What follows belongs to an exercise in optimizing a design on an open flow for small area and a short achievable clock period; a production flow would make more cautious choices. Only simulation tests tie the RTL to the original design; equivalence was not proved. No activity file was given, so power comes from the tool's default toggle rates.

### flow/constraint.sdc
create_clock -name core_clock -period 7.0 [get_ports {clk}]
set_input_delay 1.4000 -clock core_clock [delete_from_list [all_inputs] [get_ports {clk}]]
set_output_delay 1.4000 -clock core_clock [all_outputs]
set_load 0.01 [all_outputs]
### flow/run.sh
#!/bin/bash
# synth_recipe.tcl (not shown) runs the flow's synth.tcl, then flattens the netlist and writes it again
# the make line also repeats each setting of config.mk as NAME=value (left out here)
make -C /OpenROAD-flow-scripts/flow DESIGN_CONFIG=/design/flow/config.mk WORK_HOME=/design/flow/orfs CLKGATE_MAP_FILE= SYNTH_SCRIPT=/design/flow/synth_recipe.tcl finish
### flow/design.v
module vga_unit(
   Hsync, Vsync, vgaRed, vgaGreen, vgaBlue,
   clk, rst_b, vg__data, vg__addr, vg__write
   );
   output reg           Hsync;
   output reg           Vsync;
   output [1:3]         vgaRed;
   output [1:3]         vgaGreen;
   output [2:3]         vgaBlue;
   input                clk;
   input                rst_b;
   input [31:0]         vg__data;
   input [6:0]          vg__addr;
   input                vg__write;
   function le10(input [9:0] a, input [9:0] b);
      integer j;
      reg r;
      begin
         r = 1'b1;
         for (j = 0; j < 10; j = j + 1)
           r = (a[j] ^ b[j]) ? b[j] : r;
         le10 = r;
      end
   endfunction
   reg [10:0] hn;
   reg [9:0]  vn;
   reg        blank;             
   wire       hn_end = (hn == 11'd1039);
   wire       vn_end = (vn == 10'd665);
   wire [10:0] hn_nx = hn_end ? 11'd0 : hn + 11'd1;
   wire [9:0]  vn_nx = hn_end ? (vn_end ? 10'd0 : vn + 10'd1) : vn;
   wire       blank_nx = (hn >= 11'd800) || (vn >= 10'd600);
   reg [9:0]  pxa, pya, pxb, pyb;
   always @(posedge clk or negedge rst_b) begin
      if (!rst_b) begin
         hn <= 11'd1;
         vn <= 10'd0;
         pxa <= 10'd1;
         pya <= 10'd0;
         pxb <= ~10'd1;
         pyb <= ~10'd0;
         blank <= 1'b0;
         Hsync <= 1'b0;
         Vsync <= 1'b0;
      end else begin
         hn <= hn_nx;
         vn <= vn_nx;
         pxa <= hn_nx[9:0];
         pya <= vn_nx;
         pxb <= ~hn_nx[9:0];
         pyb <= ~vn_nx;
         blank <= blank_nx;
         Hsync <= (hn >= 11'd857) && (hn < 11'd977);
         Vsync <= (hn == 11'd0) ? ((vn >= 10'd638) && (vn < 10'd644))
                                : ((vn >= 10'd637) && (vn < 10'd643));
      end
   end
   wire [9:0] dx = vg__data[9:0];
   wire [9:0] dy = vg__data[19:10];
   wire       gge = le10(dx, pxa) && le10(dy, pya);
   wire       gle = le10(pxa, dx) && le10(pya, dy);
   reg [9:0] x1 [0:63];
   reg [9:0] y1 [0:63];
   reg [9:0] x2 [0:63];
   reg [9:0] y2 [0:63];
   reg [7:0] col [0:63];
   reg       en [0:63];
   reg       f1 [0:63];          
   reg       f2 [0:63];          
   genvar i;
   generate
      for (i = 0; i < 64; i = i + 1) begin : rect
         wire w1 = vg__write && vg__addr[6:1] == i && !vg__addr[0];
         wire w2 = vg__write && vg__addr[6:1] == i && vg__addr[0];
         wire [9:0] qx = (i % 2 == 0) ? pxa : ~pxb;
         wire [9:0] qy = (i % 2 == 0) ? pya : ~pyb;
         always @(posedge clk or negedge rst_b) begin
            if (!rst_b)
              en[i] <= 1'b0;
            else if (w1)
              en[i] <= vg__data[28];
         end
         always @(posedge clk) begin
            if (w1) begin
               x1[i]  <= dx;
               y1[i]  <= dy;
               col[i] <= vg__data[27:20];
            end
            if (w2) begin
               x2[i] <= dx;
               y2[i] <= dy;
            end
            f1[i] <= w1 ? gge : (le10(x1[i], qx) && le10(y1[i], qy));
            f2[i] <= w2 ? gle : (le10(qx, x2[i]) && le10(qy, y2[i]));
         end
      end
   endgenerate
   reg [7:0] newcol;
   integer k;
   always @(*) begin
      newcol = 8'd0;
      for (k = 0; k < 64; k = k + 1)
        if (en[k] && f1[k] && f2[k])
          newcol = newcol | col[k];
   end
   reg [7:0] held;
   reg [7:0] rgb;
   always @(posedge clk or negedge rst_b) begin
      if (!rst_b) begin
         held <= 8'd0;
         rgb <= 8'd0;
      end else begin
         if (!blank)
           held <= newcol;
         rgb <= blank_nx ? 8'd0 : (blank ? held : newcol);
      end
   end
   assign {vgaRed, vgaGreen, vgaBlue} = rgb;
endmodule
### flow/config.mk
export PLATFORM = sky130hd
export DESIGN_NAME = vga_unit
export DESIGN_NICKNAME = vga_unit
export VERILOG_FILES = /design/flow/design.v
export SDC_FILE = /design/flow/constraint.sdc
export NUM_CORES = 4
export LEC_CHECK = 0
export CAP_MARGIN = 20
export CORE_MARGIN = 2
export CORE_UTILIZATION = 55
export CTS_CLUSTER_DIAMETER = 100
export CTS_CLUSTER_SIZE = 25
export PLACE_DENSITY = 0.7
export SETUP_SLACK_MARGIN = 4.5
export SLEW_MARGIN = 20
==> flow_summary_export.csv, run 1 <==
group,metric,value,unit
drt,wl,528000,um
synth,ys_seq_area_share,70.2,%
clocking,insertion_delay,0.94,ns
drt,antenna_left,0,
die,die_y,508,um
clocking,htree_levels,4,
synth,synth_xor_area_share,0.0816,%
die,dieArea,258000,sq um
cells_and_area,areaGrowthSynthToFinish,14.8,%
drt,dr.pass1.iters,13,
cells_and_area,final_nets,10300,
place,postPlaceCellArea,144000,sq um
timing,fmax,339,MHz
die,boundaryPins,52,
worst_setup_path,slowest_stage,"dfrtp_2",
worst_setup_path,path_max_fanout,1,
synth,syn_nets,10100,
synth,synth_area_per_cell,13.9,sq um
timing,rsz0062_at_grt,"yes",
synth,syn_area,140000,sq um
die,die_w,508,um
timing,period_share,42.2,%
drt,wl_per_cell,38.4,um
global_route,grt-ovfl-total,0,
worst_setup_path,critical_path_class,"flip-flop to output pin",
synth,synth_cells,10000,
die,core,252000,sq um
clocking,cts-root-buf,"clkbuf_16",
drt,drtIter0Drc,22200,
die,rows,184,
run,cap_violations,0,
drt,drcViolationCount,0,
global_route,antenna_found_initial,36,
synth,synth_ff_type,"edfxtp_1",
place,place_congestion,0.969,
place,port_buffers,48,
clocking,clk_pin_slew,0.10,ns
power,leakage,0.0511,uW
clocking,cts_tree,"done",
synth,synth_edf_count,3072,
synth,synthMuxAreaShare,0.753,%
worst_setup_path,startpoint_type,"flip-flop",
timing,setup_viol,0,
timing,worstMarginPinSlew,1.14,ns
synth,synth_adder_area_share,1.84,%
clocking,postCtsHoldBufs,0,
synth,synth_common_cells,"edfxtp_1, nor2_1, clkbuf_1",
synth,yosysMostFrequentCell,"edfxtp_1",
synth,synthArstFlopShare,3.73,%
global_route,grt_max_degree,130,
synth,synthSimpleGateAreaFrac,7.63,%
die,start_util,55.4,%
timing,hold_violations,0,
worst_setup_path,path_cells,"buf_6",
cells_and_area,fillers,17700,
synth,synth_compound_area_share,17.1,%
power,ir_worst_vdd,0.334,mV
clocking,numCtsBuffers,152,
synth,synth_top_area_share,66.1,%
synth,synth_area_leader_cell,"edfxtp_1",
worst_setup_path,required,5.60,ns
cells_and_area,design_area,160000,sq um
global_route,grt_pass1_vias,96400,
drt,vias,105000,
worst_setup_path,crit_arrival,1.55,ns
timing,setup_tns,0,ns
worst_setup_path,cp-end-kind,"output pin",
global_route,grtUsageTotal,39.1,%
worst_setup_path,critPathMaxStageDelay,0.49,ns
clocking,clockBufferDepth,3,
run_status,status,"timing/DRC/antenna clean",
min_path,hp-class,"input port to asynchronous set/reset pin",
timing,final-max-slew-violation-count,0,
synth,synth_seq_cells,3324,
synth,synth.area.top_cells,"edfxtp_1, a22oi_1, o22ai_1, a21oi_1, dfrtp_1",
synth,ys_types,86,
global_route,grt_pass1_wl,711000,um
timing,finClkSkew,0.0383,ns
place,hpwl,259000,um
timing,relSlewSlack,24.0,%
drt,vias_per_cell,7.60,
synth,yosys_warnings,9,
synth,synth_top_family_by_area,"compound AO/OA/AOI/OAI gates",
clocking,cts_sinks,3324,
timing,period_needed,2.95,ns
worst_setup_path,critical_path_buf_inv_count,1,
worst_setup_path,crit_family,"flip-flops",
cells_and_area,drive_gt1_share,16.1,%
power,power.density,209,nW/um^2
## metrics by stage
step / hold slack, ns / std cells / worst slack, ns / total power [uW] / utilization [%]
after floorplan: 0.447 / 10000 / 3.65 / 22400 / -
after global placement: 0.460 / 12900 / 2.16 / 23100 / 57.3
after detailed placement: 0.476 / 12900 / 2.07 / 23100 / 57.3
after CTS: 0.382 / 13600 / 4.05 / 33300 / 62.4
after global routing: 0.369 / 13800 / 4.02 / 34100 / 63.6
final: 0.383 / 13800 / 4.05 / 33500 / 63.6
## final cells by class
class / instances / area, sq um / area share (%)
flip-flops and latches: 3324 / 98100 / 61.2
multi-input cells: 5922 / 42800 / 26.7
repair buffers: 690 / 9680 / 6.05
clock buffers: 267 / 4260 / 2.66
well taps: 3348 / 4190 / 2.62
inverters: 172 / 830 / 0.518
clock inverters: 18 / 262 / 0.163
diodes: 27 / 67.6 / 0.0422
repair inverters: 5 / 43.8 / 0.0273
## sequential cells by signal (all words and copies together) (netlist names), 2 cells and up
name  flops
x2      640
held      8
pya      10
col     512
pxa       9
hn        2
pxb      10
en       64
f2       64
pyb      10
rgb       8
y1      640
y2      640
x1      640
f1       64
## path summary, 6_finish.rpt
| kind | startpoint | end | slack, ns | cells past startpoint |
|---|---|---|---|---|
| hold reg to reg | en[31] | en[31] | 0.52 | 1 |
| max in group asynchronous | rst_b | pya[4] | 5.37 | 2 |
| setup / recovery | Vsync | Vsync | 4.05 | 1 |
| hold / removal | rst_b | en[42] | 0.38 | 1 |
| min in group core_clock | en[31] | en[31] | 0.52 | 1 |
| setup reg to reg | f2[61] | rgb[5] | 4.29 | 7 |
## cell families after synthesis
logic type,after synthesis
simple gates,2091
buf+inv,883
flops,3324
mux,97
xor+xnor,13
fa+ha+maj,254
compound gates,3344
## layer usage
| metal | share of wire, % | vias up | GRT usage, % |
|---|---|---|---|
| li1 | - | 41200 | - |
| met1 | 33 | 51800 | 51.0 |
| met2 | 43 | 9739 | 57.3 |
| met3 | 16 | 1933 | 11.8 |
| met4 | 7.5 | 22 | 24.8 |
| met5 | 0.031 | - | 0 |
## layout by cell type (no fill, tap or decap), types with 67 or more instances in the layout
cell type,n
edfxtp_1,3072
a21oi_1,499
o22ai_1,490
a22oi_1,482
nor2_1,476
nand2_1,425
o21ai_0,368
buf_4,321
nand4_1,241
nor2_4,240
a222oi_1,209
maj3_1,196
nor2b_1,191
buf_12,168
o211ai_1,165
clkbuf_16,165
inv_1,152
nand2b_1,145
clkbuf_1,114
dfxtp_1,101
a211o_1,94
o221ai_1,93
a221oi_1,86
dfrtp_1,83
nand3_1,75
a22o_1,72
o31ai_1,68
o21a_1,67
## power by group
group | switching, uW | internal, uW | leakage, uW
logic | 839 | 213 | 0.0187
clock network | 6320 | 4260 | 0.00214
registers | 81.4 | 21800 | 0.0302
## what timing repair did
| item | CTS | global route |
|---|---|---|
| gates cloned | 166 | 15 |
| setup endpoints to repair | 3594 | 1385 |
| gates resized for setup | 635 | 334 |
| pin swaps | 186 | 139 |
| setup buffers | 300 | 115 |
==> run 2, diff against run 1 <==
--- a/flow/config.mk
+++ b/flow/config.mk
@@ -7,9 +7,9 @@
 export LEC_CHECK = 0
 export CAP_MARGIN = 20
 export CORE_MARGIN = 2
-export CORE_UTILIZATION = 55
+export CORE_UTILIZATION = 60
 export CTS_CLUSTER_DIAMETER = 100
 export CTS_CLUSTER_SIZE = 25
-export PLACE_DENSITY = 0.7
-export SETUP_SLACK_MARGIN = 4.5
+export PLACE_DENSITY = 0.75
+export SETUP_SLACK_MARGIN = 4.3
 export SLEW_MARGIN = 20
==> run 2 against run 1 <==
Die area decreased by 8.3%. Worst setup slack improved by 0.038 ns. Total power fell by 0.40%. Cell count is 3.4% lower. Sequential share of layout area up 1.9 points. Register-to-register slack worse by 0.11 ns. Non-clock buffer count down 157. Sequential power hardly changed. First-iteration DRC count grew 1.2%. Highest routed layer unchanged.
==> flow_summary_export.csv, run 2 <==
group,metric,value,unit
synth,synth_ff_type,"edfxtp_1",
clocking,cts_tree,"done",
synth,synth_area_per_cell,13.9,sq um
place,pre_cts_slack,2.02,ns
drt,antenna_left,0,
timing,rsz0062_at_grt,"yes",
drt,vias,104000,
cells_and_area,final_nets,10200,
synth,synth_area_leader_cell,"edfxtp_1",
global_route,grt_max_degree,97,
timing,hold_violations,0,
die,start_util,60.2,%
worst_setup_path,cp-end-kind,"output pin",
synth,synthArstFlopShare,3.73,%
cells_and_area,drive_gt1_share,12.4,%
synth,synth_top_area_share,66.1,%
timing,setup_tns,0,ns
cells_and_area,areaGrowthSynthToFinish,11.3,%
timing,worstMarginPinSlew,1.05,ns
die,die_y,486,um
drt,drcViolationCount,0,
global_route,antenna_found_initial,47,
worst_setup_path,path_cells,"buf_6",
place,place_congestion,0.976,
cells_and_area,multi_input_area,41200,sq um
drt,wl,498000,um
timing,period_needed,2.91,ns
drt,wl_per_cell,37.4,um
place,hpwl,257000,um
die,die_w,486,um
clocking,htree_levels,4,
worst_setup_path,slowest_stage,"dfrtp_2",
global_route,grt-ovfl-total,0,
synth,yosysMostFrequentCell,"edfxtp_1",
clocking,postCtsHoldBufs,0,
drt,vias_per_cell,7.79,
worst_setup_path,path_max_fanout,1,
cells_and_area,layout.cells.most_common,"edfxtp_1",
synth,yosys_warnings,9,
cells_and_area,seq_area,98100,sq um
synth,ys_types,86,
worst_setup_path,critPathMaxStageDelay,0.50,ns
cells_and_area,design_area,155000,sq um
cells_and_area,fillers,15300,
cells_and_area,postLayoutCoreUtil,67.0,%
clocking,insertion_delay,0.88,ns
synth,syn_nets,10100,
drt,dr.pass1.iters,13,
synth,synth_seq_cells,3324,
timing,setup_slack,4.09,ns
worst_setup_path,crit_arrival,1.51,ns
worst_setup_path,critical_path_buf_inv_count,1,
synth,ys_seq_area_share,70.2,%
place,port_buffers,48,
run_status,status,"timing/DRC/antenna clean",
synth,synth.area.top_cells,"edfxtp_1, a22oi_1, o22ai_1, a21oi_1, dfrtp_1",
worst_setup_path,crit_family,"flip-flops",
timing,relSlewSlack,29.9,%
die,boundaryPins,52,
synth,synth_cells,10000,
global_route,grt_pass1_wl,673000,um
timing,setup_viol,0,
worst_setup_path,required,5.60,ns
clocking,numCtsBuffers,152,
synth,syn_area,140000,sq um
clocking,cts_sinks,3324,
power,power.density,214,nW/um^2
worst_setup_path,startpoint_type,"flip-flop",
die,core,232000,sq um
synth,synth_edf_count,3072,
clocking,clk_pin_slew,0.10,ns
clocking,cts-root-buf,"clkbuf_16",
drt,drtIter0Drc,22500,
timing,final-max-slew-violation-count,0,
run,cap_violations,0,
global_route,grt_pass1_vias,95600,
clocking,clockBufferDepth,3,
die,rows,177,
min_path,hp-class,"input port to asynchronous set/reset pin",
cells_and_area,layout_common_cells,"edfxtp_1, a21oi_1, o22ai_1, a22oi_1, nor2_1",
timing,finClkSkew,0.0445,ns
die,dieArea,237000,sq um
synth,synth_common_cells,"edfxtp_1, nor2_1, clkbuf_1",
power,ir_worst_vdd,0.251,mV
timing,fmax,343,MHz
global_route,grtUsageTotal,39.9,%
timing,period_share,41.6,%
power,leakage,0.0489,uW
power,power,33300,uW
worst_setup_path,critical_path_class,"flip-flop to output pin",
place,postPlaceCellArea,144000,sq um
run 2: routing by layer:
layer / GRT usage (%) / part of all wire (%) / vias to the layer above
li1: - / - / 40900
met1: 51.8 / 32 / 50500
met2: 58.5 / 43 / 10100
met3: 12.0 / 17 / 2131
met4: 26.2 / 7.8 / 28
met5: 0 / 0.077 / -
run 2: path summary, 6_finish.rpt:
| path | from | end | slack [ns] | depth (start not counted) |
|---|---|---|---|---|
| max | Vsync | Vsync | 4.09 | 1 |
| min | rst_b | en[60] | 0.50 | 1 |
| max reg2reg | f2[6] | rgb[2] | 4.18 | 6 |
| min reg2reg | held[2] | held[2] | 0.51 | 2 |
| max in group asynchronous | rst_b | pxb[0] | 4.99 | 2 |
| min in group core_clock | held[2] | held[2] | 0.51 | 2 |
run 2: cells by family after synthesis:
family	after synthesis	synth area share, %
AOI/OAI and AO/OA	3344	17.1
xor gates and xnor gates	13	0.0816
adders and majority gates	254	1.84
buffers and inverters	883	2.46
DFF	3324	70.2
muxes	97	0.753
and+or+nand+nor	2091	7.63
run 2: timing repair:
| item | in CTS | in global routing |
|---|---|---|
| buffers inserted | 259 | 28 |
| resized for setup | 396 | 143 |
| cloned | 126 | 18 |
| pin swaps | 159 | 19 |
| endpoints found under the setup margin | 3432 | 380 |
run 2: per-stage QoR:
step | hold WS [ns] | cells
floorplan | 0.447 | 10000
global placement | 0.461 | 12600
detailed placement | 0.479 | 12600
CTS | 0.500 | 13200
global route | 0.496 | 13300
finish | 0.504 | 13300
run 2: worst register-to-register path, cell delays in order (launching register included):
cell,delay [ns]
dfxtp_1,0.51
nand4_1,0.38
and4_1,0.41
nand3_1,0.15
nor4_1,0.72
and3_1,0.35
nor3_1,0.13
run 2: area by class of cell:
class                      instances  share of cell area [%]
clock buffer                     271                    2.84
timing repair buffer             533                    4.38
inverter                         172                   0.537
sequential                      3324                    63.1
antenna                           28                  0.0451
timing repair inverter             6                  0.0338
multi-input combinational       5918                    26.5
tap                             3043                    2.45
clock inverter                     9                  0.0918
run 2: power by group:
part	internal (uW)	leakage (uW)	switching, uW
clock	4380	0.00217	6160
combinational	165	0.0165	794
sequential	21800	0.0302	81.2
==> run 3, diff against run 2 <==
--- a/flow/design.v
+++ b/flow/design.v
@@ -25,6 +25,7 @@
    reg [10:0] hn;
    reg [9:0]  vn;
    reg        blank;             
+   reg        hs_pre, vs_pre;    
    wire       hn_end = (hn == 11'd1039);
    wire       vn_end = (vn == 10'd665);
    wire [10:0] hn_nx = hn_end ? 11'd0 : hn + 11'd1;
@@ -40,6 +41,8 @@
          pxb <= ~10'd1;
          pyb <= ~10'd0;
          blank <= 1'b0;
+         hs_pre <= 1'b0;
+         vs_pre <= 1'b0;
          Hsync <= 1'b0;
          Vsync <= 1'b0;
       end else begin
@@ -50,9 +53,10 @@
          pxb <= ~hn_nx[9:0];
          pyb <= ~vn_nx;
          blank <= blank_nx;
-         Hsync <= (hn >= 11'd857) && (hn < 11'd977);
-         Vsync <= (hn == 11'd0) ? ((vn >= 10'd638) && (vn < 10'd644))
-                                : ((vn >= 10'd637) && (vn < 10'd643));
+         hs_pre <= (hn >= 11'd856) && (hn < 11'd976);
+         vs_pre <= (vn >= 10'd637) && (vn < 10'd643);
+         Hsync <= hs_pre;
+         Vsync <= vs_pre;
       end
    end
    wire [9:0] dx = vg__data[9:0];
--- a/flow/config.mk
+++ b/flow/config.mk
@@ -7,9 +7,9 @@
 export LEC_CHECK = 0
 export CAP_MARGIN = 20
 export CORE_MARGIN = 2
-export CORE_UTILIZATION = 60
+export CORE_UTILIZATION = 55
 export CTS_CLUSTER_DIAMETER = 100
 export CTS_CLUSTER_SIZE = 25
-export PLACE_DENSITY = 0.75
+export PLACE_DENSITY = 0.7
 export SETUP_SLACK_MARGIN = 4.3
 export SLEW_MARGIN = 20
==> run 3 against run 2 <==
Combinational power increased by 17%. Still clean on timing, DRC and antenna. Largest cell class unchanged. Cell count grew 6.6%. Hold slack got worse by 0.11 ns. Global-route usage decreased by 3.1 points. Synthesized area rose by 1.6%. Sequential share of layout area down 2.5 points. Critical path depth is 6 higher. Sequential power hardly changed. Via count decreased by 1.6%. Die area up 11%. Routed wire length fell by 0.65%. Total power up 0.20%.
==> flow_summary_export.csv, run 3 <==
group,metric,value,unit
run_status,status,"timing/DRC/antenna clean",
cells_and_area,layout.cells.most_common,"edfxtp_1",
synth,ys_types,74,
worst_setup_path,crit_arrival,4.05,ns
clocking,insertion_delay,0.92,ns
drt,wl_per_cell,34.9,um
cells_and_area,areaGrowthSynthToFinish,14.2,%
synth,synth_seq_cells,3326,
clocking,clk_pin_slew,0.11,ns
clocking,numCtsBuffers,151,
synth,synth_top_area_share,65.1,%
synth,synth_ff_type,"edfxtp_1",
place,place_congestion,0.947,
timing,hold_violations,0,
drt,antenna_left,0,
clocking,cts_tree,"done",
global_route,grt_pass1_wl,689000,um
cells_and_area,seq_area,98200,sq um
die,dieArea,262000,sq um
clocking,clockBufferDepth,3,
synth,synth_common_cells,"edfxtp_1, nor2_1, nand2_1",
timing,setup_tns,0,ns
power,power.density,206,nW/um^2
global_route,grt-ovfl-total,0,
timing,relSlewSlack,27.4,%
worst_setup_path,cp-end-kind,"flip-flop",
timing,setup_viol,0,
die,boundaryPins,52,
clocking,cts_sinks,3326,
synth,synth_edf_count,3072,
timing,period_share,46.5,%
synth,synth.area.top_cells,"edfxtp_1, maj3_1, dfrtp_1, nor2_1, dfxtp_1",
synth,yosys_warnings,9,
synth,synth_cells,10400,
power,ir_worst_vdd,0.368,mV
die,rows,186,
synth,ys_seq_area_share,69.1,%
synth,syn_area,142000,sq um
cells_and_area,drive_gt1_share,17.1,%
cells_and_area,layout_common_cells,"edfxtp_1, nor2_1, nand2_1, maj3_1, buf_4",
global_route,grt_max_degree,140,
timing,worstMarginPinSlew,1.09,ns
run,cap_violations,0,
global_route,antenna_found_initial,39,
worst_setup_path,startpoint_type,"input port",
cells_and_area,postLayoutCoreUtil,63.1,%
drt,vias_per_cell,7.19,
worst_setup_path,path_max_fanout,13,
cells_and_area,final_nets,10700,
global_route,grt_pass1_vias,96900,
die,core,257000,sq um
global_route,grtUsageTotal,36.8,%
place,port_buffers,48,
synth,synth_area_per_cell,13.6,sq um
drt,drcViolationCount,0,
drt,drtIter0Drc,18700,
power,leakage,0.0514,uW
die,die_y,512,um
clocking,cts-root-buf,"clkbuf_16",
drt,vias,102000,
timing,fmax,307,MHz
place,hpwl,251000,um
cells_and_area,fillers,18100,
worst_setup_path,r2r_slack,3.88,ns
clocking,postCtsHoldBufs,0,
synth,synth_area_leader_cell,"edfxtp_1",
cells_and_area,multi_input_area,44200,sq um
timing,rsz0062_at_grt,"yes",
die,start_util,55.2,%
worst_setup_path,required,7.80,ns
timing,final-max-slew-violation-count,0,
die,die_w,512,um
min_path,hp-class,"flip-flop to flip-flop",
drt,dr.pass1.iters,9,
clocking,htree_levels,4,
synth,syn_nets,10500,
drt,wl,495000,um
worst_setup_path,critical_path_class,"input port to flip-flop",
timing,period_needed,3.26,ns
timing,finClkSkew,0.0586,ns
synth,synthArstFlopShare,3.79,%
synth,yosysMostFrequentCell,"edfxtp_1",
## run 3: changes by cell type after synthesis, moves of 149 or more
cell | before | now
a22oi_1 | 495 | 222
nand2b_1 | 161 | 362
maj3_1 | 243 | 504
o22ai_1 | 500 | 211
a21oi_1 | 530 | 381
inv_1 | 160 | 323
## run 3: final timing paths
check,from,to,depth (start not counted)
worst max-delay path,vg__write,f1[51],7
worst min-delay path,hs_pre,Hsync,0
worst max register to register,vn[1],f1[23],17
worst min register to register,hs_pre,Hsync,0
max in group asynchronous,rst_b,vs_pre,2
min in group asynchronous,rst_b,en[41],1
## run 3: logic make-up after synthesis
group / share of synthesized area [%]
simple gates: 9.76
fa+ha+maj: 4.45
buf+inv: 2.81
compound gates: 13.3
mux: 0.508
flops: 69.1
xor+xnor: 0.0556
## run 3: routing by layer
metal  track usage [%]  up-vias  share of wire [%]
li1                  -    41300                  -
met1              47.5    50500                 34
met2              54.7     8227                 43
met3              9.13     1878                 14
met4              26.1       20                8.3
met5                 0        -              0.029
## run 3: what timing repair did
item                                    in CTS  in global routing
buffers inserted                           314                 70
endpoints found under the setup margin    3453                922
pin swaps                                  279                181
gates cloned                               114                  5
resized for setup                          807                258
## run 3: through the flow
stage	hold WS (ns)	instance area (sq um)	instances	setup slack [ns]	total power (uW)
after floorplan	0.331	144000	10400	3.75	22500
final	0.389	162000	14200	3.74	33400
after CTS	0.384	160000	14100	3.92	33200
after detailed placement	0.342	147000	13400	1.78	23100
after global placement	0.344	147000	13400	1.75	23100
after global routing	0.389	162000	14200	3.82	34000
## run 3: final cells by class
class / count / area share (%)
diodes: 14 / 0.0216
clock buffers: 263 / 2.62
clock inverters: 17 / 0.144
inverters: 336 / 0.938
multi-input cells: 6107 / 27.3
flip-flops and latches: 3326 / 60.6
well taps: 3384 / 2.62
repair buffers: 717 / 5.61
repair inverters: 22 / 0.0842
## run 3: critical path: stages
cell,delay [ns]
clkdlybuf4s15_2,0.34
nor2b_4,0.23
buf_12,0.24
nand3_2,0.79
nor3_2,0.72
nand4_1,0.16
o211ai_1,0.15
## run 3: where the power goes
part / internal [uW] / switching (uW)
Combinational: 247 / 875
Sequential: 21800 / 53.1
Clock: 4230 / 6220
==> run 4, diff against run 3 <==
--- a/flow/config.mk
+++ b/flow/config.mk
@@ -5,11 +5,11 @@
 export SDC_FILE = /design/flow/constraint.sdc
 export NUM_CORES = 4
 export LEC_CHECK = 0
-export CAP_MARGIN = 20
+export CAP_MARGIN = 40
 export CORE_MARGIN = 2
 export CORE_UTILIZATION = 55
 export CTS_CLUSTER_DIAMETER = 100
 export CTS_CLUSTER_SIZE = 25
 export PLACE_DENSITY = 0.7
 export SETUP_SLACK_MARGIN = 4.3
-export SLEW_MARGIN = 20
+export SLEW_MARGIN = 50
==> run 4 against run 3 <==
Still clean. Fmax up 8.4%. Non-clock buffer count up 123. Clock-buffer cell count up 6. Sequential power about the same. Combinational power about the same. Critical endpoint is now f1[44]. Critical path type is now flip-flop to flip-flop.
==> flow_summary_export.csv, run 4 <==
group,metric,value,unit
worst_setup_path,crit_arrival,3.78,ns
power,combPwrFrac,3.4,%
worst_setup_path,reg2reg_from,"pxa[0]",
timing,relSlewSlack,45.9,%
synth,synth_area_leader_cell,"edfxtp_1",
clocking,clockBufferDepth,3,
min_path,hp-class,"flip-flop to flip-flop",
min_path,worstHoldStart,"hs_pre",
timing,rsz0062_at_grt,"yes",
power,power,33600,uW
worst_setup_path,critPathMaxStageDelay,0.53,ns
timing,period_share,42.9,%
synth,synth_common_cells,"edfxtp_1, nor2_1, nand2_1",
synth,synth_seq_cells,3326,
drt,drcViolationCount,0,
worst_setup_path,required,7.78,ns
worst_setup_path,slowest_stage,"dfstp_4",
die,die_y,512,um
place,hpwl,256000,um
place,postPlaceCellArea,149000,sq um
global_route,grt_pass1_vias,96600,
place,place_congestion,0.947,
die,dieArea,262000,sq um
synth,syn_nets,10500,
synth,yosys_warnings,9,
timing,worstMarginPinSlew,0.812,ns
drt,dr.pass1.iters,9,
timing,setup_viol,0,
timing,hold_violations,0,
synth,synthArstFlopShare,3.79,%
die,boundaryPins,52,
drt,vias,103000,
clocking,insertion_delay,0.90,ns
cells_and_area,areaGrowthSynthToFinish,16.5,%
run_status,status,"timing/DRC/antenna clean",
die,core,257000,sq um
synth,syn_area,142000,sq um
power,p_sw_share,21.3,%
power,leakage,0.0529,uW
timing,finClkSkew,0.0417,ns
worst_setup_path,critical_path_class,"flip-flop to flip-flop",
clocking,postCtsHoldBufs,0,
drt,wl,508000,um
synth,ys_types,74,
drt,drtIter0Drc,18200,
power,p_clk_share,31.6,%
worst_setup_path,r2r_slack,4.00,ns
synth,yosysMostFrequentCell,"edfxtp_1",
global_route,grt_max_degree,77,
cells_and_area,drive_gt1_share,20.1,%
power,switchingPower,7150,uW
global_route,grtUsageTotal,36.7,%
cells_and_area,layout_common_cells,"edfxtp_1, nor2_1, nand2_1, buf_4, maj3_1",
global_route,antenna_found_initial,46,
power,ir_worst_vdd,0.208,mV
power,power.internal,26400,uW
worst_setup_path,crit_top_cell,"maj3_2",
die,start_util,55.2,%
clocking,htree_levels,4,
synth,ys_seq_area_share,69.1,%
drt,vias_per_cell,7.21,
die,die_w,512,um
cells_and_area,design_area,165000,sq um
place,dp.cells,13500,
worst_setup_path,path_cells,"buf_12, buf_16, buf_4, nand2b_1, maj3_2, a211oi_4, a311oi_2, maj3_2, maj3_2, o311ai_2, o211ai_1",
die,rows,186,
cells_and_area,final_nets,10800,
synth,synth_edf_count,3072,
clocking,cts_sinks,3326,
clocking,clk_pin_slew,0.11,ns
synth,synth_top_area_share,65.1,%
place,port_buffers,48,
timing,fmax,333,MHz
synth,synth_cells,10400,
global_route,grt_pass1_wl,688000,um
worst_setup_path,startpoint_type,"flip-flop",
drt,wl_per_cell,35.5,um
synth,synth_ff_type,"edfxtp_1",
min_path,hold_end,"Hsync",
timing,period_needed,3.00,ns
synth,synth_area_per_cell,13.6,sq um
worst_setup_path,cp-end-kind,"flip-flop",
clocking,cts_tree,"done",
timing,setup_tns,0,ns
clocking,numCtsBuffers,152,
power,power.density,203,nW/um^2
run,cap_violations,0,
power,pwr-share-seq,65.0,%
cells_and_area,fin_cells,14300,
timing,final-max-slew-violation-count,0,
cells_and_area,layout.cells.most_common,"edfxtp_1",
clocking,cts-root-buf,"clkbuf_16",
global_route,grt-ovfl-total,0,
worst_setup_path,rr_endpoint,"f1[44]",
worst_setup_path,rr_worst_depth,11,
drt,antenna_left,0,
worst_setup_path,path_max_fanout,5,
min_path,hold_depth,0,
synth,synth.area.top_cells,"edfxtp_1, maj3_1, dfrtp_1, nor2_1, dfxtp_1",
## run 4: cell counts after synthesis
Identical to the previous run, type by type.
## run 4: how the worst max path moves through the flow
stage                            from     end  slack [ns]
after floorplan           vg__addr[3]  f1[47]        3.75
after global placement    vg__addr[3]  f1[19]        1.75
after detailed placement  vg__addr[1]  en[13]        2.07
after CTS                       Hsync   Hsync        4.03
after global routing           pxa[0]  f1[30]        3.97
final                          pxa[0]  f1[44]        4.00
## run 4: final cells by class
type,instances,area (sq um)
sequential,3326,98200
clock inverter,11,165
multi-input combinational,6090,45100
tap,3384,4230
fill,17700,91500
timing repair inverter,24,153
inverter,336,1520
timing repair buffer,840,11400
clock buffer,269,4390
antenna,21,52.6
## run 4: cell families after synthesis
group	share of synthesized area (%)
flip-flops	69.1
AND/OR/NAND/NOR	9.76
AO/OA/AOI/OAI	13.3
buffers and inverters	2.81
adder cells (fa/ha/maj)	4.45
multiplexers	0.508
XOR/XNOR	0.0556
## run 4: metrics by stage
step / hold slack [ns] / utilization, % / setup slack [ns]
2_1_floorplan: 0.331 / - / 3.75
3_3_place_gp: 0.344 / 57.3 / 1.75
3_5_place_dp: 0.342 / 57.9 / 2.07
4_1_cts: 0.383 / 62.6 / 4.03
5_1_grt: 0.390 / 64.3 / 3.97
6_report: 0.381 / 64.4 / 4.00
## run 4: worst max-delay path: cells and delay by family, from the launching register on
kind	cells	cell delay, ns
fa+ha+maj	3	1.00
compound gates	4	0.70
flops	1	0.53
buf+inv	3	0.48
simple gates	1	0.14
## run 4: what timing repair did
| action | 4_1_cts | 5_1_grt |
|---|---|---|
| pin swaps | 339 | 278 |
| setup endpoints to repair | 3351 | 688 |
| resized for setup | 816 | 494 |
| cloned | 98 | 45 |
| buffers inserted | 269 | 122 |
## run 4: power groups by stage
| stage | Combinational [uW] | Sequential (uW) | Clock (uW) |
|---|---|---|---|
| 6_report | 1140 | 21800 | 10600 |
| 4_1_cts | 1000 | 21800 | 10600 |
| 3_5_place_dp | 869 | 22300 | 0 |
| 5_1_grt | 1120 | 21800 | 11200 |
| 2_1_floorplan | 210 | 22300 | 0 |
| 3_3_place_gp | 838 | 22300 | 0 |
## run 4: metal layers
layer	wire [um]	track usage [%]	vias up
met1	172000	47.6	51100
met5	138	0	-
met3	73300	8.83	2020
met2	219000	55.0	8524
met4	43900	25.2	22
li1	-	-	41500

==> afterwards: timing with drivers on the ports <==
How much do the figures lean on ideal ports? The routed layouts below were timed once more, with nothing changed but the port constraints. Step 1, drivers: a clkbuf_16 drives clk and a buf_2 each remaining input, both assumed. Step 2 adds t to the input delays and takes it off the output delays; t is the mean of the earliest and latest rising clock arrival at the registers after step 1. Input paths then give back, and output paths get back, about the clock's delay inside the block. Slacks: ideal / step 1 / step 2; pairs: ideal / step 1.
run | t (ns) | setup slack, ns | worst setup path at the end | latest minus earliest clock arrival (ns)
run 1 | 1.002 | 4.048 / 3.963 / 3.152 | input to register | 0.048 / 0.048
run 2 | 0.943 | 4.086 / 3.925 / 2.983 | input to register | 0.074 / 0.073
run 3 | 1.000 | 3.743 / 3.754 / 2.754 | input to register | 0.063 / 0.062
run 4 | 0.983 | 3.997 / 3.860 / 2.877 | input to register | 0.060 / 0.060
After both steps setup and hold are still met in every run listed. For run 4, which loses most, drivers alone change the setup slack by -0.137 ns; drivers and shift together by -1.120 ns.
